Source: an optimization exercise on an open RTL-to-GDS flow (aim: small area). Production flows keep margins and buffers that such runs may drop.
No run shown here included a check of the RTL's function; only the layout flow was run.
Power and IR drop assume default switching activity.

--- flow/design.v ---
module cajero(
  Clk, Reset, PIN, TARJETA_RECIBIDA, TIPO_TRANS, DIGITO, DIGITO_STB,
  MONTO, MONTO_STB, BALANCE_ACTUALIZADO, ENTREGAR_DINERO, FONDOS_INSUFICIENTES,
  PIN_INCORRECTO, ADVERTENCIA, Bloqueo, TIPO_STB
);
input Clk, Reset, TARJETA_RECIBIDA, TIPO_TRANS, DIGITO_STB, MONTO_STB, TIPO_STB;
input [15:0] PIN;
input [3:0] DIGITO;
input [31:0] MONTO;
output reg BALANCE_ACTUALIZADO, ENTREGAR_DINERO, FONDOS_INSUFICIENTES, PIN_INCORRECTO, ADVERTENCIA, Bloqueo;
localparam [2:0] N0 = 3'd0, N1 = 3'd1, N2 = 3'd3, N3 = 3'd2, N4 = 3'd6,
                 DEP = 3'd5, WD = 3'd7, LOCK = 3'd4;
localparam [1:0] W0 = 2'd0, W1 = 2'd1, W2 = 2'd3, W3 = 2'd2;
reg [2:0] q, nq;
reg [1:0] w, nw;
reg [15:0] dig;            
reg [31:0] r;              
wire [31:0] nr;
wire idle = (q==N0)|(q==N1)|(q==N2)|(q==N3)|(q==N4);
wire lt4  = (q==N0)|(q==N1)|(q==N2)|(q==N3);
wire n4   = (q==N4);
wire dep  = (q==DEP);
wire wd   = (q==WD);
wire lock = (q==LOCK);
reg [2:0] inc;             
always @(*)
  case (q)
    N0: inc = N1;
    N1: inc = N2;
    N2: inc = N3;
    default: inc = N4;
  endcase
reg [1:0] winc;            
always @(*)
  case (w)
    W0: winc = W1;
    W1: winc = W2;
    default: winc = W3;
  endcase
wire shift = TARJETA_RECIBIDA & DIGITO_STB & lt4;
wire match = (dig == PIN);
wire sub = q[1];             
wire rst = ~Reset;
wire [31:0] rs = r ^ {32{sub}};    
wire [31:0] e, ne;        
wire [32:0] c;
wire ge = c[32];
wire upd = MONTO_STB & (dep | (wd & ge));
assign c[0] = sub;
cj_bit_e b0 (.r(r[0]), .rs(rs[0]), .m(MONTO[0]), .c(c[0]), .upd(upd), .rst(rst), .e(e[0]), .ne(ne[0]), .nr(nr[0]));
cj_cmx k0 (.s(e[0]), .ns(ne[0]), .a1(c[0]), .a0(r[0]), .y(c[1]));
cj_bit_o b1 (.r(r[1]), .rs(rs[1]), .m(MONTO[1]), .nc(c[1]), .upd(upd), .rn(Reset), .e(e[1]), .ne(ne[1]), .nr(nr[1]));
cj_cmx k1 (.s(e[1]), .ns(ne[1]), .a1(c[1]), .a0(r[1]), .y(c[2]));
cj_bit_e b2 (.r(r[2]), .rs(rs[2]), .m(MONTO[2]), .c(c[2]), .upd(upd), .rst(rst), .e(e[2]), .ne(ne[2]), .nr(nr[2]));
cj_cmx k2 (.s(e[2]), .ns(ne[2]), .a1(c[2]), .a0(r[2]), .y(c[3]));
cj_bit_o b3 (.r(r[3]), .rs(rs[3]), .m(MONTO[3]), .nc(c[3]), .upd(upd), .rn(Reset), .e(e[3]), .ne(ne[3]), .nr(nr[3]));
cj_cmx k3 (.s(e[3]), .ns(ne[3]), .a1(c[3]), .a0(r[3]), .y(c[4]));
cj_bit_e b4 (.r(r[4]), .rs(rs[4]), .m(MONTO[4]), .c(c[4]), .upd(upd), .rst(rst), .e(e[4]), .ne(ne[4]), .nr(nr[4]));
cj_cmx k4 (.s(e[4]), .ns(ne[4]), .a1(c[4]), .a0(r[4]), .y(c[5]));
cj_bit_o b5 (.r(r[5]), .rs(rs[5]), .m(MONTO[5]), .nc(c[5]), .upd(upd), .rn(Reset), .e(e[5]), .ne(ne[5]), .nr(nr[5]));
cj_cmx k5 (.s(e[5]), .ns(ne[5]), .a1(c[5]), .a0(r[5]), .y(c[6]));
cj_bit_e b6 (.r(r[6]), .rs(rs[6]), .m(MONTO[6]), .c(c[6]), .upd(upd), .rst(rst), .e(e[6]), .ne(ne[6]), .nr(nr[6]));
cj_cmx k6 (.s(e[6]), .ns(ne[6]), .a1(c[6]), .a0(r[6]), .y(c[7]));
cj_bit_o b7 (.r(r[7]), .rs(rs[7]), .m(MONTO[7]), .nc(c[7]), .upd(upd), .rn(Reset), .e(e[7]), .ne(ne[7]), .nr(nr[7]));
cj_cmx k7 (.s(e[7]), .ns(ne[7]), .a1(c[7]), .a0(r[7]), .y(c[8]));
cj_bit_e b8 (.r(r[8]), .rs(rs[8]), .m(MONTO[8]), .c(c[8]), .upd(upd), .rst(rst), .e(e[8]), .ne(ne[8]), .nr(nr[8]));
cj_cmx k8 (.s(e[8]), .ns(ne[8]), .a1(c[8]), .a0(r[8]), .y(c[9]));
cj_bit_o b9 (.r(r[9]), .rs(rs[9]), .m(MONTO[9]), .nc(c[9]), .upd(upd), .rn(Reset), .e(e[9]), .ne(ne[9]), .nr(nr[9]));
cj_cmx k9 (.s(e[9]), .ns(ne[9]), .a1(c[9]), .a0(r[9]), .y(c[10]));
cj_bit_e b10 (.r(r[10]), .rs(rs[10]), .m(MONTO[10]), .c(c[10]), .upd(upd), .rst(rst), .e(e[10]), .ne(ne[10]), .nr(nr[10]));
cj_cmx k10 (.s(e[10]), .ns(ne[10]), .a1(c[10]), .a0(r[10]), .y(c[11]));
cj_bit_o b11 (.r(r[11]), .rs(rs[11]), .m(MONTO[11]), .nc(c[11]), .upd(upd), .rn(Reset), .e(e[11]), .ne(ne[11]), .nr(nr[11]));
cj_cmx k11 (.s(e[11]), .ns(ne[11]), .a1(c[11]), .a0(r[11]), .y(c[12]));
cj_bit_e b12 (.r(r[12]), .rs(rs[12]), .m(MONTO[12]), .c(c[12]), .upd(upd), .rst(rst), .e(e[12]), .ne(ne[12]), .nr(nr[12]));
cj_cmx k12 (.s(e[12]), .ns(ne[12]), .a1(c[12]), .a0(r[12]), .y(c[13]));
cj_bit_o b13 (.r(r[13]), .rs(rs[13]), .m(MONTO[13]), .nc(c[13]), .upd(upd), .rn(Reset), .e(e[13]), .ne(ne[13]), .nr(nr[13]));
wire [8:1] g1;
wire p1;
cj_gen gg1_0 (.ne(ne[6]), .r(r[6]), .y(g1[1]));
cj_cmx gg1_1 (.s(e[7]), .ns(ne[7]), .a1(g1[1]), .a0(r[7]), .y(g1[2]));
cj_cmx gg1_2 (.s(e[8]), .ns(ne[8]), .a1(g1[2]), .a0(r[8]), .y(g1[3]));
cj_cmx gg1_3 (.s(e[9]), .ns(ne[9]), .a1(g1[3]), .a0(r[9]), .y(g1[4]));
cj_cmx gg1_4 (.s(e[10]), .ns(ne[10]), .a1(g1[4]), .a0(r[10]), .y(g1[5]));
cj_cmx gg1_5 (.s(e[11]), .ns(ne[11]), .a1(g1[5]), .a0(r[11]), .y(g1[6]));
cj_cmx gg1_6 (.s(e[12]), .ns(ne[12]), .a1(g1[6]), .a0(r[12]), .y(g1[7]));
cj_cmx gg1_7 (.s(e[13]), .ns(ne[13]), .a1(g1[7]), .a0(r[13]), .y(g1[8]));
cj_and8 pp1 (.a(e[13:6]), .y(p1));
cj_skip sk1 (.s(p1), .a1(c[6]), .a0(g1[8]), .y(c[14]));
cj_bit_e b14 (.r(r[14]), .rs(rs[14]), .m(MONTO[14]), .c(c[14]), .upd(upd), .rst(rst), .e(e[14]), .ne(ne[14]), .nr(nr[14]));
cj_cmx k14 (.s(e[14]), .ns(ne[14]), .a1(c[14]), .a0(r[14]), .y(c[15]));
cj_bit_o b15 (.r(r[15]), .rs(rs[15]), .m(MONTO[15]), .nc(c[15]), .upd(upd), .rn(Reset), .e(e[15]), .ne(ne[15]), .nr(nr[15]));
cj_cmx k15 (.s(e[15]), .ns(ne[15]), .a1(c[15]), .a0(r[15]), .y(c[16]));
cj_bit_e b16 (.r(r[16]), .rs(rs[16]), .m(MONTO[16]), .c(c[16]), .upd(upd), .rst(rst), .e(e[16]), .ne(ne[16]), .nr(nr[16]));
cj_cmx k16 (.s(e[16]), .ns(ne[16]), .a1(c[16]), .a0(r[16]), .y(c[17]));
cj_bit_o b17 (.r(r[17]), .rs(rs[17]), .m(MONTO[17]), .nc(c[17]), .upd(upd), .rn(Reset), .e(e[17]), .ne(ne[17]), .nr(nr[17]));
cj_cmx k17 (.s(e[17]), .ns(ne[17]), .a1(c[17]), .a0(r[17]), .y(c[18]));
cj_bit_e b18 (.r(r[18]), .rs(rs[18]), .m(MONTO[18]), .c(c[18]), .upd(upd), .rst(rst), .e(e[18]), .ne(ne[18]), .nr(nr[18]));
cj_cmx k18 (.s(e[18]), .ns(ne[18]), .a1(c[18]), .a0(r[18]), .y(c[19]));
cj_bit_o b19 (.r(r[19]), .rs(rs[19]), .m(MONTO[19]), .nc(c[19]), .upd(upd), .rn(Reset), .e(e[19]), .ne(ne[19]), .nr(nr[19]));
cj_cmx k19 (.s(e[19]), .ns(ne[19]), .a1(c[19]), .a0(r[19]), .y(c[20]));
cj_bit_e b20 (.r(r[20]), .rs(rs[20]), .m(MONTO[20]), .c(c[20]), .upd(upd), .rst(rst), .e(e[20]), .ne(ne[20]), .nr(nr[20]));
cj_cmx k20 (.s(e[20]), .ns(ne[20]), .a1(c[20]), .a0(r[20]), .y(c[21]));
cj_bit_o b21 (.r(r[21]), .rs(rs[21]), .m(MONTO[21]), .nc(c[21]), .upd(upd), .rn(Reset), .e(e[21]), .ne(ne[21]), .nr(nr[21]));
wire [8:1] g2;
wire p2;
cj_gen gg2_0 (.ne(ne[14]), .r(r[14]), .y(g2[1]));
cj_cmx gg2_1 (.s(e[15]), .ns(ne[15]), .a1(g2[1]), .a0(r[15]), .y(g2[2]));
cj_cmx gg2_2 (.s(e[16]), .ns(ne[16]), .a1(g2[2]), .a0(r[16]), .y(g2[3]));
cj_cmx gg2_3 (.s(e[17]), .ns(ne[17]), .a1(g2[3]), .a0(r[17]), .y(g2[4]));
cj_cmx gg2_4 (.s(e[18]), .ns(ne[18]), .a1(g2[4]), .a0(r[18]), .y(g2[5]));
cj_cmx gg2_5 (.s(e[19]), .ns(ne[19]), .a1(g2[5]), .a0(r[19]), .y(g2[6]));
cj_cmx gg2_6 (.s(e[20]), .ns(ne[20]), .a1(g2[6]), .a0(r[20]), .y(g2[7]));
cj_cmx gg2_7 (.s(e[21]), .ns(ne[21]), .a1(g2[7]), .a0(r[21]), .y(g2[8]));
cj_and8 pp2 (.a(e[21:14]), .y(p2));
cj_skip sk2 (.s(p2), .a1(c[14]), .a0(g2[8]), .y(c[22]));
cj_bit_e b22 (.r(r[22]), .rs(rs[22]), .m(MONTO[22]), .c(c[22]), .upd(upd), .rst(rst), .e(e[22]), .ne(ne[22]), .nr(nr[22]));
cj_cmx k22 (.s(e[22]), .ns(ne[22]), .a1(c[22]), .a0(r[22]), .y(c[23]));
cj_bit_o b23 (.r(r[23]), .rs(rs[23]), .m(MONTO[23]), .nc(c[23]), .upd(upd), .rn(Reset), .e(e[23]), .ne(ne[23]), .nr(nr[23]));
cj_cmx k23 (.s(e[23]), .ns(ne[23]), .a1(c[23]), .a0(r[23]), .y(c[24]));
cj_bit_e b24 (.r(r[24]), .rs(rs[24]), .m(MONTO[24]), .c(c[24]), .upd(upd), .rst(rst), .e(e[24]), .ne(ne[24]), .nr(nr[24]));
cj_cmx k24 (.s(e[24]), .ns(ne[24]), .a1(c[24]), .a0(r[24]), .y(c[25]));
cj_bit_o b25 (.r(r[25]), .rs(rs[25]), .m(MONTO[25]), .nc(c[25]), .upd(upd), .rn(Reset), .e(e[25]), .ne(ne[25]), .nr(nr[25]));
cj_cmx k25 (.s(e[25]), .ns(ne[25]), .a1(c[25]), .a0(r[25]), .y(c[26]));
cj_bit_e b26 (.r(r[26]), .rs(rs[26]), .m(MONTO[26]), .c(c[26]), .upd(upd), .rst(rst), .e(e[26]), .ne(ne[26]), .nr(nr[26]));
cj_cmx k26 (.s(e[26]), .ns(ne[26]), .a1(c[26]), .a0(r[26]), .y(c[27]));
cj_bit_o b27 (.r(r[27]), .rs(rs[27]), .m(MONTO[27]), .nc(c[27]), .upd(upd), .rn(Reset), .e(e[27]), .ne(ne[27]), .nr(nr[27]));
cj_cmx k27 (.s(e[27]), .ns(ne[27]), .a1(c[27]), .a0(r[27]), .y(c[28]));
cj_bit_e b28 (.r(r[28]), .rs(rs[28]), .m(MONTO[28]), .c(c[28]), .upd(upd), .rst(rst), .e(e[28]), .ne(ne[28]), .nr(nr[28]));
cj_cmx k28 (.s(e[28]), .ns(ne[28]), .a1(c[28]), .a0(r[28]), .y(c[29]));
cj_bit_o b29 (.r(r[29]), .rs(rs[29]), .m(MONTO[29]), .nc(c[29]), .upd(upd), .rn(Reset), .e(e[29]), .ne(ne[29]), .nr(nr[29]));
cj_cmx k29 (.s(e[29]), .ns(ne[29]), .a1(c[29]), .a0(r[29]), .y(c[30]));
cj_bit_e b30 (.r(r[30]), .rs(rs[30]), .m(MONTO[30]), .c(c[30]), .upd(upd), .rst(rst), .e(e[30]), .ne(ne[30]), .nr(nr[30]));
cj_cmx k30 (.s(e[30]), .ns(ne[30]), .a1(c[30]), .a0(r[30]), .y(c[31]));
cj_bit_o b31 (.r(r[31]), .rs(rs[31]), .m(MONTO[31]), .nc(c[31]), .upd(upd), .rn(Reset), .e(e[31]), .ne(ne[31]), .nr(nr[31]));
wire [10:1] g3;
wire p3;
cj_gen gg3_0 (.ne(ne[22]), .r(r[22]), .y(g3[1]));
cj_cmx gg3_1 (.s(e[23]), .ns(ne[23]), .a1(g3[1]), .a0(r[23]), .y(g3[2]));
cj_cmx gg3_2 (.s(e[24]), .ns(ne[24]), .a1(g3[2]), .a0(r[24]), .y(g3[3]));
cj_cmx gg3_3 (.s(e[25]), .ns(ne[25]), .a1(g3[3]), .a0(r[25]), .y(g3[4]));
cj_cmx gg3_4 (.s(e[26]), .ns(ne[26]), .a1(g3[4]), .a0(r[26]), .y(g3[5]));
cj_cmx gg3_5 (.s(e[27]), .ns(ne[27]), .a1(g3[5]), .a0(r[27]), .y(g3[6]));
cj_cmx gg3_6 (.s(e[28]), .ns(ne[28]), .a1(g3[6]), .a0(r[28]), .y(g3[7]));
cj_cmx gg3_7 (.s(e[29]), .ns(ne[29]), .a1(g3[7]), .a0(r[29]), .y(g3[8]));
cj_cmx gg3_8 (.s(e[30]), .ns(ne[30]), .a1(g3[8]), .a0(r[30]), .y(g3[9]));
cj_cmx gg3_9 (.s(e[31]), .ns(ne[31]), .a1(g3[9]), .a0(r[31]), .y(g3[10]));
cj_and10 pp3 (.a(e[31:22]), .y(p3));
cj_skip sk3 (.s(p3), .a1(c[22]), .a0(g3[10]), .y(c[32]));
always @(posedge Clk)
  if (shift) dig <= {dig[11:0], DIGITO};
always @(*) begin
  nq = q; nw = w;
  BALANCE_ACTUALIZADO = 1'b0;
  ENTREGAR_DINERO = 1'b0;
  FONDOS_INSUFICIENTES = 1'b0;
  PIN_INCORRECTO = 1'b0;
  ADVERTENCIA = 1'b0;
  Bloqueo = lock;
  if (idle) begin
    if (TARJETA_RECIBIDA) begin
      if (DIGITO_STB && lt4) nq = inc;
      else if (n4 && match) begin
        nw = W0;
        if (TIPO_STB) nq = TIPO_TRANS ? WD : DEP;
      end else if (n4) begin
        PIN_INCORRECTO = 1'b1;
        nw = winc;
        nq = N0;
      end
      if (w == W2) ADVERTENCIA = 1'b1;
      if (w == W3) begin
        Bloqueo = 1'b1;
        nq = LOCK;
        nw = W0;
      end
    end
  end else if (MONTO_STB && !lock) begin
    nq = N0;
    if (dep) BALANCE_ACTUALIZADO = 1'b1;
    else if (ge) begin
      BALANCE_ACTUALIZADO = 1'b1;
      ENTREGAR_DINERO = 1'b1;
    end else
      FONDOS_INSUFICIENTES = 1'b1;
  end
end
always @(posedge Clk) begin
  if (!Reset) begin
    q <= N0;
    w <= W0;
  end else begin
    q <= nq;
    w <= nw;
  end
  r <= nr;    
end
endmodule
module cj_bit_e(input r, input rs, input m, input c, input upd, input rst,
                output e, output ne, output nr);
  assign e = rs ^ m;
  assign ne = ~e;
  assign nr = ~rst & (upd ? (e ^ c) : r);
endmodule
module cj_bit_o(input r, input rs, input m, input nc, input upd, input rn,
                output e, output ne, output nr);
  assign e = ~(rs ^ m);
  assign ne = ~e;
  assign nr = ~rn | (upd ? (e ^ nc) : r);
endmodule
module cj_cmx(input s, input ns, input a1, input a0, output y);
  assign y = ~((ns | a1) & (s | a0));
endmodule
module cj_gen(input ne, input r, output y);
  assign y = ~(ne & r);
endmodule
module cj_skip(input s, input a1, input a0, output y);
  assign y = s ? a1 : a0;
endmodule
module cj_and8(input [7:0] a, output y);
  assign y = &a;
endmodule
module cj_and10(input [9:0] a, output y);
  assign y = &a;
endmodule
--- flow/flow/run.sh ---
#!/bin/bash
# Own layout flow: the standard ORFS flow with two changes:
#  - synthesis maps the logic with an area-oriented ABC script (flow/abc_area.script),
#  - ports are buffered with sky130_fd_sc_hd__buf_1 instead of the default buffer,
#  - clock tree synthesis uses clkbuf_8 and adds no dummy loads.
# Each tool's output goes to the ORFS logs under orfs/logs; make's own output to make_*.log.
set -euo pipefail
work=$(pwd)
rm -rf "$work/scripts_area"
cp -r "$FLOW_HOME/scripts" "$work/scripts_area"
cp "$work/flow/abc_area.script" "$work/scripts_area/abc_area.script"
bash standard.sh SCRIPTS_DIR="$work/scripts_area" ABC_AREA=1 \
  "BUFFER_PORTS_ARGS=-buffer_cell sky130_fd_sc_hd__buf_1" \
  "CTS_ARGS=-sink_clustering_enable -repair_clock_nets -dont_use_dummy_load -buf_list sky130_fd_sc_hd__clkbuf_8" \
  finish > "$work/make_finish.log" 2>&1
--- flow/flow/abc_area.script ---
strash
dch
map -a
topo
stime -c
--- flow/standard.sh ---
#!/bin/bash
# synth_recipe.tcl (not shown) runs the flow's synth.tcl, then flattens the netlist and writes it again
# the make line also repeats each setting of config.mk as NAME=value (left out here)
make -C /OpenROAD-flow-scripts/flow DESIGN_CONFIG=/design/flow/config.mk WORK_HOME=/design/flow/orfs CLKGATE_MAP_FILE= SYNTH_SCRIPT=/design/flow/synth_recipe.tcl "${@:-finish}"
--- flow/config.mk ---
export PLATFORM = sky130hd
export DESIGN_NAME = cajero
export DESIGN_NICKNAME = cajero
export VERILOG_FILES = /design/flow/design.v
export SDC_FILE = /design/flow/constraint.sdc
export NUM_CORES = 4
export LEC_CHECK = 0
export CAP_MARGIN = 20
export CORE_MARGIN = 2
export CORE_UTILIZATION = 40
export SLEW_MARGIN = 20
export SYNTH_HIERARCHICAL = 1
export SYNTH_MINIMUM_KEEP_SIZE = 0
--- flow/constraint.sdc ---
create_clock -name core_clock -period 6.0 [get_ports {Clk}]
set_input_delay 1.2000 -clock core_clock [delete_from_list [all_inputs] [get_ports {Clk}]]
set_output_delay 1.2000 -clock core_clock [all_outputs]
set_load 0.01 [all_outputs]
==> metrics.yaml, run 1 <==
sta:
  fin_skew_ns: 0.02020
  tightest_slew_ns: 0.6534
  slew-limit-headroom_pct: 56.17
  final.min_clock_period_ns: 5.502
  hold_ws_ns: 0.4556
  rsz0062_at_grt: "false"
  final.setup.tns_ns: 0
  max_freq_ghz: 0.1818
  finalSetupViolCount: 0
  hold_violations: 0
  slew_viol_final: 0
  post-route-period-util_pct: 91.69
global_route:
  antenna_found_initial: 0
  grt_pass1_vias: 2675
  grt_max_degree: 49
  grt_pass1_wl_mm: 12.17
  grt_overflow: 0
  grt.total_usage_pct: 16.49
cells_and_area:
  n_fill_cell: 828
  nNetsFinal: 537
  diodes: 0
  area_growth_pct: 15.18
  layout-drive-gt1-share_pct: 3.782
  multi_input_area_sq_um: 2019
  regArea_sq_um: 1222
routing:
  vias_per_cell: 5.090
  drc_errors: 0
  ant_nets: 0
  first_pass_iters: 5
  drtIter0Drc: 92
  dr_total_vias: 2957
  drt_wl_total_mm: 7.387
  post_drt_wl_per_cell_um: 12.71
worst_setup_path:
  arrival_ns: 5.67
  critPathLaunchType: "input port"
  cp_cell_sequence: "buf_1, xor2_2, clkinv_1, o22ai_1, o22ai_1, o22ai_1, o22ai_1, o22ai_1, o22ai_1, mux2_2, mux2_2, o22ai_1, o22ai_1, o22ai_2, o22ai_1, o22ai_1, o22ai_1, o22ai_1, o22ai_1, o22ai_1, xnor2_1, o211ai_1"
  path_class: "in2reg"
  critical_path_required_ns: 6.17
  critPathSlowestCell: "mux2_2"
  crit_path_end_kind: "flop"
  crit_fanout: 3
  crit_path_frequent_cell: "o22ai_1"
  max_stage_delay_ns: 0.33
logic_synthesis:
  syn_area_per_cell_sq_um: 8.531
  syn-num-nets: 461
  synth_edf_count: 16
  synth.area.mux_share_pct: 0.9850
  syn_inst: 402
  seq_area_frac_synth_pct: 35.61
  mappedNetlistArea_sq_um: 3430
  yosys_warnings: 7
  synth-xor-area-share_pct: 28.60
  synth_top_family_by_area: "XOR/XNOR gates"
  synth_top_area_cell: "dfxtp_1"
  synth-main-ff-cell: "dfxtp_1"
  synth.area.top_cells: "dfxtp_1 (22%), xor2_1 (16%), edfxtp_1 (14%)"
  yosysMostFrequentCell: "xor2_1"
  synth_compound_area_share_pct: 19.26
  synth-simple-area-share_pct: 9.303
  yosysUniqueCellTypes: 18
  synth_seq_cells: 53
  synthAdderAreaFrac_pct: 0
  synth_top_area_share_pct: 21.60
  synthArstFlopShare_pct: 0
  synth_commonest_cells: "xor2_1 (64), clkinv_1 (56), o22ai_1 (52), xnor2_1 (48), dfxtp_1 (37)"
cts:
  htree_levels: 2
  clk_pin_slew_worst_paths_ns: 0.10
  postCtsHoldBufs: 0
  cts_tree: "yes"
  clock_path_buffers: 2
  cts_buffers: 5
  worstSkewPairLatency_ns: 0.31
  root_buffer: "clkbuf_8"
  cts_resized: 0
  cts_sinks: 53
  cts_setup_buffers: 0
die:
  die_area_sq_um: 9331
  core_area_sq_um: 8258
  initial_core_util_pct: 41.53
  num_rows: 33
  io_pins: 65
  die_w_um: 96.60
  die_h_um: 96.60
placed_design:
  gp_congestion: 0.8399
  place_hpwl_mm: 5.419
  portBuffers: 64
pwr:
  power_density_nw_per_um2: 237.6
  p_leak_nw: 1.430
  vdd_drop_max_mv: 0.08653
worst_hold_path:
  min_path_type: "reg2reg"
status:
  run_status: "timing/DRC/antenna clean"
job:
  cap_violations: 0
path summary, 6_finish.rpt:
check	to	cells after the start	from	slack, ns
setup / recovery	r[31]$_DFF_P_	22	MONTO[0]	0.50
hold / removal	dig[6]$_DFFE_PP_	0	dig[2]$_DFFE_PP_	0.46
setup reg to reg	r[31]$_DFF_P_	22	q[1]$_SDFFE_PN0P_	0.71
hold reg to reg	dig[6]$_DFFE_PP_	0	dig[2]$_DFFE_PP_	0.46
per-module statistics from Yosys (local to each module, per instance):
module / cell area, sq um / flops+latches / copies in the design
cajero: 1904 / 53 / 1
cj_skip: 11.26 / 0 / 3
cj_bit_o: 36.28 / 0 / 16
cj_cmx: 6.256 / 0 / 52
cj_and8: 16.27 / 0 / 2
cj_gen: 3.754 / 0 / 3
cj_bit_e: 32.53 / 0 / 16
cj_and10: 21.27 / 0 / 1
cell families (layout without fill, tap and decap cells):
group	after synthesis	in the layout
AO/OA/AOI/OAI	102	102
XOR/XNOR	112	112
buffers and inverters	57	131
flip-flops	53	53
multiplexers	3	3
AND/OR/NAND/NOR	75	75
layer usage:
metal	vias to the layer above	GRT usage, %	wire length, um
met2	51	26.39	3422
met3	6	2.638	290
met4	0	4.225	87
met5	-	0	0
li1	1560	-	-
met1	1340	23.26	3588
registers in the layout (all words and copies together) (netlist names):
register and cells:
dig 16, q 3, r 32, w 2
cell type report:
cell class	instances	area share [%]
multi-input combinational	292	51.12
sequential	53	30.95
timing repair buffer	70	7.539
inverter	56	5.322
tap	105	3.326
clock buffer	5	1.742
metrics by stage:
stage,utilization [%],cells,area (sq um),power [mW],setup WS (ns)
CTS,47.67,581,3936,0.9496,0.4090
global route,47.83,581,3950,1.004,0.01488
floorplan,-,402,3435,0.6832,0.2118
detailed placement,46.83,576,3867,0.7593,0.1114
finish,47.83,581,3950,0.9386,0.4984
global placement,46.83,576,3867,0.7535,0.3004
placed cells by master, fill, tap and decap left out:
cell type / count
buf_1: 64
xor2_1: 63
clkinv_1: 56
o22ai_1: 51
xnor2_1: 48
dfxtp_1: 36
nand2_1: 30
nor2_1: 26
a211oi_1: 18
o211ai_1: 16
edfxtp_1: 16
o21ai_0: 8
nand4_1: 7
a21oi_1: 7
nor3_1: 5
clkbuf_8: 5
buf_4: 5
nor4_1: 4
nand3_1: 3
mux2_2: 3
a21oi_4: 1
xor2_2: 1
o22ai_2: 1
buf_12: 1
dfxtp_2: 1
worst max-delay path: cells and delay by family:
kind | cells | cell delay, ns
XOR/XNOR | 2 | 0.33
buffers and inverters | 2 | 0.20
multiplexers | 2 | 0.64
AO/OA/AOI/OAI | 16 | 3.28
report_power, final:
part | internal (mW) | switching [mW]
registers | 0.384 | 0.0156
clock network | 0.0757 | 0.109
logic | 0.155 | 0.199
total | 0.615 | 0.324
==> inputs of run 2 (changes only) <==
--- a/flow/design.v
+++ b/flow/design.v
@@ -76,14 +76,3 @@
 cj_bit_o b13 (.r(r[13]), .rs(rs[13]), .m(MONTO[13]), .nc(c[13]), .upd(upd), .rn(Reset), .e(e[13]), .ne(ne[13]), .nr(nr[13]));
-wire [8:1] g1;
-wire p1;
-cj_gen gg1_0 (.ne(ne[6]), .r(r[6]), .y(g1[1]));
-cj_cmx gg1_1 (.s(e[7]), .ns(ne[7]), .a1(g1[1]), .a0(r[7]), .y(g1[2]));
-cj_cmx gg1_2 (.s(e[8]), .ns(ne[8]), .a1(g1[2]), .a0(r[8]), .y(g1[3]));
-cj_cmx gg1_3 (.s(e[9]), .ns(ne[9]), .a1(g1[3]), .a0(r[9]), .y(g1[4]));
-cj_cmx gg1_4 (.s(e[10]), .ns(ne[10]), .a1(g1[4]), .a0(r[10]), .y(g1[5]));
-cj_cmx gg1_5 (.s(e[11]), .ns(ne[11]), .a1(g1[5]), .a0(r[11]), .y(g1[6]));
-cj_cmx gg1_6 (.s(e[12]), .ns(ne[12]), .a1(g1[6]), .a0(r[12]), .y(g1[7]));
-cj_cmx gg1_7 (.s(e[13]), .ns(ne[13]), .a1(g1[7]), .a0(r[13]), .y(g1[8]));
-cj_and8 pp1 (.a(e[13:6]), .y(p1));
-cj_skip sk1 (.s(p1), .a1(c[6]), .a0(g1[8]), .y(c[14]));
+cj_cmx k13 (.s(e[13]), .ns(ne[13]), .a1(c[13]), .a0(r[13]), .y(c[14]));
 cj_bit_e b14 (.r(r[14]), .rs(rs[14]), .m(MONTO[14]), .c(c[14]), .upd(upd), .rst(rst), .e(e[14]), .ne(ne[14]), .nr(nr[14]));
@@ -91,3 +80,14 @@
 cj_bit_o b15 (.r(r[15]), .rs(rs[15]), .m(MONTO[15]), .nc(c[15]), .upd(upd), .rn(Reset), .e(e[15]), .ne(ne[15]), .nr(nr[15]));
-cj_cmx k15 (.s(e[15]), .ns(ne[15]), .a1(c[15]), .a0(r[15]), .y(c[16]));
+wire [8:1] g1;
+wire p1;
+cj_gen gg1_0 (.ne(ne[8]), .r(r[8]), .y(g1[1]));
+cj_cmx gg1_1 (.s(e[9]), .ns(ne[9]), .a1(g1[1]), .a0(r[9]), .y(g1[2]));
+cj_cmx gg1_2 (.s(e[10]), .ns(ne[10]), .a1(g1[2]), .a0(r[10]), .y(g1[3]));
+cj_cmx gg1_3 (.s(e[11]), .ns(ne[11]), .a1(g1[3]), .a0(r[11]), .y(g1[4]));
+cj_cmx gg1_4 (.s(e[12]), .ns(ne[12]), .a1(g1[4]), .a0(r[12]), .y(g1[5]));
+cj_cmx gg1_5 (.s(e[13]), .ns(ne[13]), .a1(g1[5]), .a0(r[13]), .y(g1[6]));
+cj_cmx gg1_6 (.s(e[14]), .ns(ne[14]), .a1(g1[6]), .a0(r[14]), .y(g1[7]));
+cj_cmx gg1_7 (.s(e[15]), .ns(ne[15]), .a1(g1[7]), .a0(r[15]), .y(g1[8]));
+cj_and8 pp1 (.a(e[15:8]), .y(p1));
+cj_skip sk1 (.s(p1), .a1(c[8]), .a0(g1[8]), .y(c[16]));
 cj_bit_e b16 (.r(r[16]), .rs(rs[16]), .m(MONTO[16]), .c(c[16]), .upd(upd), .rst(rst), .e(e[16]), .ne(ne[16]), .nr(nr[16]));
@@ -103,14 +103,3 @@
 cj_bit_o b21 (.r(r[21]), .rs(rs[21]), .m(MONTO[21]), .nc(c[21]), .upd(upd), .rn(Reset), .e(e[21]), .ne(ne[21]), .nr(nr[21]));
-wire [8:1] g2;
-wire p2;
-cj_gen gg2_0 (.ne(ne[14]), .r(r[14]), .y(g2[1]));
-cj_cmx gg2_1 (.s(e[15]), .ns(ne[15]), .a1(g2[1]), .a0(r[15]), .y(g2[2]));
-cj_cmx gg2_2 (.s(e[16]), .ns(ne[16]), .a1(g2[2]), .a0(r[16]), .y(g2[3]));
-cj_cmx gg2_3 (.s(e[17]), .ns(ne[17]), .a1(g2[3]), .a0(r[17]), .y(g2[4]));
-cj_cmx gg2_4 (.s(e[18]), .ns(ne[18]), .a1(g2[4]), .a0(r[18]), .y(g2[5]));
-cj_cmx gg2_5 (.s(e[19]), .ns(ne[19]), .a1(g2[5]), .a0(r[19]), .y(g2[6]));
-cj_cmx gg2_6 (.s(e[20]), .ns(ne[20]), .a1(g2[6]), .a0(r[20]), .y(g2[7]));
-cj_cmx gg2_7 (.s(e[21]), .ns(ne[21]), .a1(g2[7]), .a0(r[21]), .y(g2[8]));
-cj_and8 pp2 (.a(e[21:14]), .y(p2));
-cj_skip sk2 (.s(p2), .a1(c[14]), .a0(g2[8]), .y(c[22]));
+cj_cmx k21 (.s(e[21]), .ns(ne[21]), .a1(c[21]), .a0(r[21]), .y(c[22]));
 cj_bit_e b22 (.r(r[22]), .rs(rs[22]), .m(MONTO[22]), .c(c[22]), .upd(upd), .rst(rst), .e(e[22]), .ne(ne[22]), .nr(nr[22]));
@@ -118,3 +107,14 @@
 cj_bit_o b23 (.r(r[23]), .rs(rs[23]), .m(MONTO[23]), .nc(c[23]), .upd(upd), .rn(Reset), .e(e[23]), .ne(ne[23]), .nr(nr[23]));
-cj_cmx k23 (.s(e[23]), .ns(ne[23]), .a1(c[23]), .a0(r[23]), .y(c[24]));
+wire [8:1] g2;
+wire p2;
+cj_gen gg2_0 (.ne(ne[16]), .r(r[16]), .y(g2[1]));
+cj_cmx gg2_1 (.s(e[17]), .ns(ne[17]), .a1(g2[1]), .a0(r[17]), .y(g2[2]));
+cj_cmx gg2_2 (.s(e[18]), .ns(ne[18]), .a1(g2[2]), .a0(r[18]), .y(g2[3]));
+cj_cmx gg2_3 (.s(e[19]), .ns(ne[19]), .a1(g2[3]), .a0(r[19]), .y(g2[4]));
+cj_cmx gg2_4 (.s(e[20]), .ns(ne[20]), .a1(g2[4]), .a0(r[20]), .y(g2[5]));
+cj_cmx gg2_5 (.s(e[21]), .ns(ne[21]), .a1(g2[5]), .a0(r[21]), .y(g2[6]));
+cj_cmx gg2_6 (.s(e[22]), .ns(ne[22]), .a1(g2[6]), .a0(r[22]), .y(g2[7]));
+cj_cmx gg2_7 (.s(e[23]), .ns(ne[23]), .a1(g2[7]), .a0(r[23]), .y(g2[8]));
+cj_and8 pp2 (.a(e[23:16]), .y(p2));
+cj_skip sk2 (.s(p2), .a1(c[16]), .a0(g2[8]), .y(c[24]));
 cj_bit_e b24 (.r(r[24]), .rs(rs[24]), .m(MONTO[24]), .c(c[24]), .upd(upd), .rst(rst), .e(e[24]), .ne(ne[24]), .nr(nr[24]));
@@ -134,16 +134,14 @@
 cj_bit_o b31 (.r(r[31]), .rs(rs[31]), .m(MONTO[31]), .nc(c[31]), .upd(upd), .rn(Reset), .e(e[31]), .ne(ne[31]), .nr(nr[31]));
-wire [10:1] g3;
+wire [8:1] g3;
 wire p3;
-cj_gen gg3_0 (.ne(ne[22]), .r(r[22]), .y(g3[1]));
-cj_cmx gg3_1 (.s(e[23]), .ns(ne[23]), .a1(g3[1]), .a0(r[23]), .y(g3[2]));
-cj_cmx gg3_2 (.s(e[24]), .ns(ne[24]), .a1(g3[2]), .a0(r[24]), .y(g3[3]));
-cj_cmx gg3_3 (.s(e[25]), .ns(ne[25]), .a1(g3[3]), .a0(r[25]), .y(g3[4]));
-cj_cmx gg3_4 (.s(e[26]), .ns(ne[26]), .a1(g3[4]), .a0(r[26]), .y(g3[5]));
-cj_cmx gg3_5 (.s(e[27]), .ns(ne[27]), .a1(g3[5]), .a0(r[27]), .y(g3[6]));
-cj_cmx gg3_6 (.s(e[28]), .ns(ne[28]), .a1(g3[6]), .a0(r[28]), .y(g3[7]));
-cj_cmx gg3_7 (.s(e[29]), .ns(ne[29]), .a1(g3[7]), .a0(r[29]), .y(g3[8]));
-cj_cmx gg3_8 (.s(e[30]), .ns(ne[30]), .a1(g3[8]), .a0(r[30]), .y(g3[9]));
-cj_cmx gg3_9 (.s(e[31]), .ns(ne[31]), .a1(g3[9]), .a0(r[31]), .y(g3[10]));
-cj_and10 pp3 (.a(e[31:22]), .y(p3));
-cj_skip sk3 (.s(p3), .a1(c[22]), .a0(g3[10]), .y(c[32]));
+cj_gen gg3_0 (.ne(ne[24]), .r(r[24]), .y(g3[1]));
+cj_cmx gg3_1 (.s(e[25]), .ns(ne[25]), .a1(g3[1]), .a0(r[25]), .y(g3[2]));
+cj_cmx gg3_2 (.s(e[26]), .ns(ne[26]), .a1(g3[2]), .a0(r[26]), .y(g3[3]));
+cj_cmx gg3_3 (.s(e[27]), .ns(ne[27]), .a1(g3[3]), .a0(r[27]), .y(g3[4]));
+cj_cmx gg3_4 (.s(e[28]), .ns(ne[28]), .a1(g3[4]), .a0(r[28]), .y(g3[5]));
+cj_cmx gg3_5 (.s(e[29]), .ns(ne[29]), .a1(g3[5]), .a0(r[29]), .y(g3[6]));
+cj_cmx gg3_6 (.s(e[30]), .ns(ne[30]), .a1(g3[6]), .a0(r[30]), .y(g3[7]));
+cj_cmx gg3_7 (.s(e[31]), .ns(ne[31]), .a1(g3[7]), .a0(r[31]), .y(g3[8]));
+cj_and8 pp3 (.a(e[31:24]), .y(p3));
+cj_skip sk3 (.s(p3), .a1(c[24]), .a0(g3[8]), .y(c[32]));
 always @(posedge Clk)
@@ -221,4 +219 @@
 endmodule
-module cj_and10(input [9:0] a, output y);
-  assign y = &a;
-endmodule
==> metrics.yaml, run 2 <==
cells_and_area:
  nNetsFinal: 533  # was 537
  layout-drive-gt1-share_pct: 4.661  # was 3.782%
  diodes: 0  # unchanged
  reg_top3: "r (32), dig (16), q (3)"  # unchanged
  n_fill_cell: 848  # was 828
  area_growth_pct: 15.44  # was 15.18%
  regMostFlops: "r"  # unchanged
  final_cell_mix: "xor2_1 (63), buf_1 (63), clkinv_1 (56)"  # was buf_1 (64), xor2_1 (63), clkinv_1 (56)
  fin_util_pct: 47.70  # was 47.83%
  stdcell_count: 577  # was 581
  largest_register_ff_count: 32  # unchanged
routing:
  drt_wl_total_mm: 7.283  # was 7.387 mm
  drc_errors: 0  # unchanged
  vias_per_cell: 5.007  # was 5.090
  post_drt_wl_per_cell_um: 12.62  # was 12.71 um
  ant_nets: 0  # unchanged
  drtIter0Drc: 75  # was 92
  dr_total_vias: 2889  # was 2957
  first_pass_iters: 4  # was 5
worst_setup_path:
  path_delay_family: "compound AO/OA/AOI/OAI gates"  # unchanged
  max_stage_delay_ns: 0.34  # was 0.33 ns
  crit_path_frequent_cell: "o22ai_2"  # was o22ai_1
  crit_path_end_kind: "output pin"  # was flop
  critPathSlowestCell: "mux2_2"  # unchanged
  cp_num_buf_inv: 3  # was 2
  arrival_ns: 4.61  # was 5.67 ns
  path_class: "in2out"  # was in2reg
  cp_cell_sequence: "buf_1, xor2_2, clkinv_1, o22ai_2, o22ai_2, o22ai_2, o22ai_1, o22ai_2, o22ai_1, o22ai_2, o22ai_1, mux2_2, mux2_2, mux2_2, nor3_1, clkbuf_2"  # was buf_1, xor2_2, clkinv_1, o22ai_1, o22ai_1, o22ai_1, o22ai_1, o22ai_1, o22ai_1, mux2_2, mux2_2, o22ai_1, o22ai_1, o22ai_2, o22ai_1, o22ai_1, o22ai_1, o22ai_1, o22ai_1, o22ai_1, xnor2_1, o211ai_1
  crit_fanout: 3  # unchanged
  r2r_cells: 22  # unchanged
  path_depth: 16  # was 22
  critical_path_required_ns: 4.80  # was 6.17 ns
  critPathLaunchType: "input port"  # unchanged
placed_design:
  gp_congestion: 0.8590  # was 0.8399
  place_hpwl_mm: 5.353  # was 5.419 mm
  portBuffers: 64  # unchanged
  place_inst: 572  # was 576
sta:
  final.min_clock_period_ns: 5.808  # was 5.502 ns
  hold_violations: 0  # unchanged
  finalSetupViolCount: 0  # unchanged
  slew_viol_final: 0  # unchanged
  max_freq_ghz: 0.1722  # was 0.1818 GHz
  tightest_slew_ns: 0.6180  # was 0.6534 ns
  slew-limit-headroom_pct: 58.54  # was 56.17%
  hold_ws_ns: 0.4618  # was 0.4556 ns
  fin_skew_ns: 0.01349  # was 0.02020 ns
  post-route-period-util_pct: 96.80  # was 91.69%
logic_synthesis:
  synth_seq_cells: 53  # unchanged
  yosys_warnings: 7  # unchanged
  synth_top_area_cell: "dfxtp_1"  # unchanged
  seq_area_frac_synth_pct: 35.79  # was 35.61%
  mappedNetlistArea_sq_um: 3412  # was 3430 sq um
  yosysMostFrequentCell: "xor2_1"  # unchanged
  synth_edf_count: 16  # unchanged
  synth_commonest_cells: "xor2_1 (64), clkinv_1 (56), o22ai_1 (50), xnor2_1 (48), dfxtp_1 (37)"  # was xor2_1 (64), clkinv_1 (56), o22ai_1 (52), xnor2_1 (48), dfxtp_1 (37)
  synth-main-ff-cell: "dfxtp_1"  # unchanged
  synthArstFlopShare_pct: 0  # unchanged
  syn_inst: 399  # was 402
  synth.area.top_cells: "dfxtp_1 (22%), xor2_1 (16%), edfxtp_1 (14%)"  # unchanged
  yosysUniqueCellTypes: 18  # unchanged
  syn_area_per_cell_sq_um: 8.551  # was 8.531 sq um
  syn-num-nets: 458  # was 461
  synth_top_area_share_pct: 21.71  # was 21.60%
cts:
  cts_resized: 0  # unchanged
  cts_setup_buffers: 0  # unchanged
  cts_sinks: 53  # unchanged
  cts_tree: "yes"  # unchanged
  htree_levels: 2  # unchanged
  clk_pin_slew_worst_paths_ns: 0.10  # about the same
  worstSkewPairLatency_ns: 0.31  # about the same
  cts_buffers: 5  # unchanged
  postCtsHoldBufs: 0  # unchanged
  root_buffer: "clkbuf_8"  # unchanged
  clock_path_buffers: 2  # unchanged
status:
  run_status: "timing/DRC/antenna clean"  # unchanged
die:
  initial_core_util_pct: 41.32  # was 41.53%
  num_rows: 33  # unchanged
  die_w_um: 96.36  # was 96.60 um
  io_pins: 65  # unchanged
  core_area_sq_um: 8258  # unchanged
  die_h_um: 96.36  # was 96.60 um
  die_area_sq_um: 9285  # was 9331 sq um
global_route:
  grt_overflow: 0  # unchanged
  grtUsageMet2_pct: 28.65  # was 26.39%
  grt_pass1_vias: 2717  # was 2675
  antenna_found_initial: 0  # unchanged
  grt.busiest_layer: "met2"  # unchanged
  grt.total_usage_pct: 16.38  # was 16.49%
  grt_max_degree: 49  # unchanged
  gr-usage-met1_pct: 20.33  # was 23.26%
  met3_usage_pct: 3.524  # was 2.638%
  grt_pass1_wl_mm: 11.96  # was 12.17 mm
pwr:
  power_mw: 0.9379  # was 0.9386 mW
  vdd_drop_max_mv: 0.1001  # was 0.08653 mV
  power_density_nw_per_um2: 238.1  # was 237.6 nW/um^2
  p_leak_nw: 1.439  # was 1.430 nW
worst_hold_path:
  whs_path_depth: 0  # unchanged
  min_path_type: "reg2reg"  # unchanged
job:
  cap_violations: 0  # unchanged
## run 2: changes by cell type after synthesis, sizes merged
cell / before / now
nand2: 30 / 29
o22ai: 52 / 50
nor2: 26 / 27
nor3: 5 / 4
## run 2: modules after synthesis (local to each module, per instance)
| module | flip-flops and latches | cell area (sq um) |
|---|---|---|
| cajero | 53 | 1904 |
| cj_cmx | 0 | 6.256 |
| cj_gen | 0 | 3.754 |
| cj_skip | 0 | 11.26 |
| cj_bit_e | 0 | 32.53 |
| cj_and8 | 0 | 16.27 |
| cj_bit_o | 0 | 36.28 |
## run 2: cell families (layout without fill, tap and decap cells)
group	after synthesis	after routing	share of synthesized area, %
buf+inv	57	130	6.270
compound gates	100	100	19.00
mux	3	3	0.9900
simple gates	74	74	9.204
flops	53	53	35.79
xor+xnor	112	112	28.75
## run 2: where the power goes
part           total, mW  switching [mW]  internal [mW]
registers          0.396          0.0120          0.384
logic              0.355           0.203          0.152
clock network      0.187           0.111         0.0757
## run 2: metrics by stage
stage	instance area [sq um]	setup WS (ns)	setup TNS [ns]
5_1_grt	3939	-0.05832	-0.05832
4_1_cts	3899	0.02126	0
3_5_place_dp	3830	0.06067	0
2_1_floorplan	3425	0.2028	0
6_report	3939	0.1919	0
3_3_place_gp	3830	0.1315	0
## run 2: area by class of cell
| type | count | area, sq um | area share (%) |
|---|---|---|---|
| clock buffers | 5 | 68.82 | 1.747 |
| well taps | 105 | 131.4 | 3.335 |
| flip-flops and latches | 53 | 1222 | 31.04 |
| repair buffers | 69 | 279.0 | 7.084 |
| inverters | 56 | 210.2 | 5.337 |
| multi-input cells | 289 | 2027 | 51.46 |
## run 2: per-layer routing
metal	vias to the layer above	wire, um
met4	0	98
met1	1291	3434
met5	-	0
li1	1541	-
met2	47	3458
met3	10	291
## run 2: worst paths after layout
kind | start | end | slack (ns)
setup / recovery | MONTO[0] | FONDOS_INSUFICIENTES | 0.19
hold / removal | dig[4]$_DFFE_PP_ | dig[8]$_DFFE_PP_ | 0.46
setup reg to reg | r[0]$_DFF_P_ | r[31]$_DFF_P_ | 0.85
hold reg to reg | dig[4]$_DFFE_PP_ | dig[8]$_DFFE_PP_ | 0.46

## what the ideal ports hide
No port has a modelled driver above. Below, the same layouts with a new extraction and two added sets of constraints. Step 1: set_driving_cell puts a clkbuf_16 on Clk and a buf_2 on each other input, an assumption about the parent block. Step 2 also shifts input and output timing later by t, the mid clock arrival at the registers, as if the neighbouring blocks saw the same clock. a / b / c = no drivers / after step 1 / after step 2; a / b = the first two.
| run | t, ns | slack for setup (ns) | hold slack, ns | worst register clock-pin slew, ns | pins driven straight from the clock port |
|---|---|---|---|---|---|
| run 1 | 0.329 | 0.498 / 0.506 / 0.179 | 0.456 / 0.456 / 0.456 | 0.10 / 0.10 | 1 |
| run 2 | 0.330 | 0.192 / 0.170 / 0.159 | 0.462 / 0.462 / 0.462 | 0.10 / 0.10 | 1 |
After both steps setup and hold are still met in every run listed. The setup slack of run 1, which loses most, moves by +0.008 ns with the drivers and by -0.319 ns with both steps.
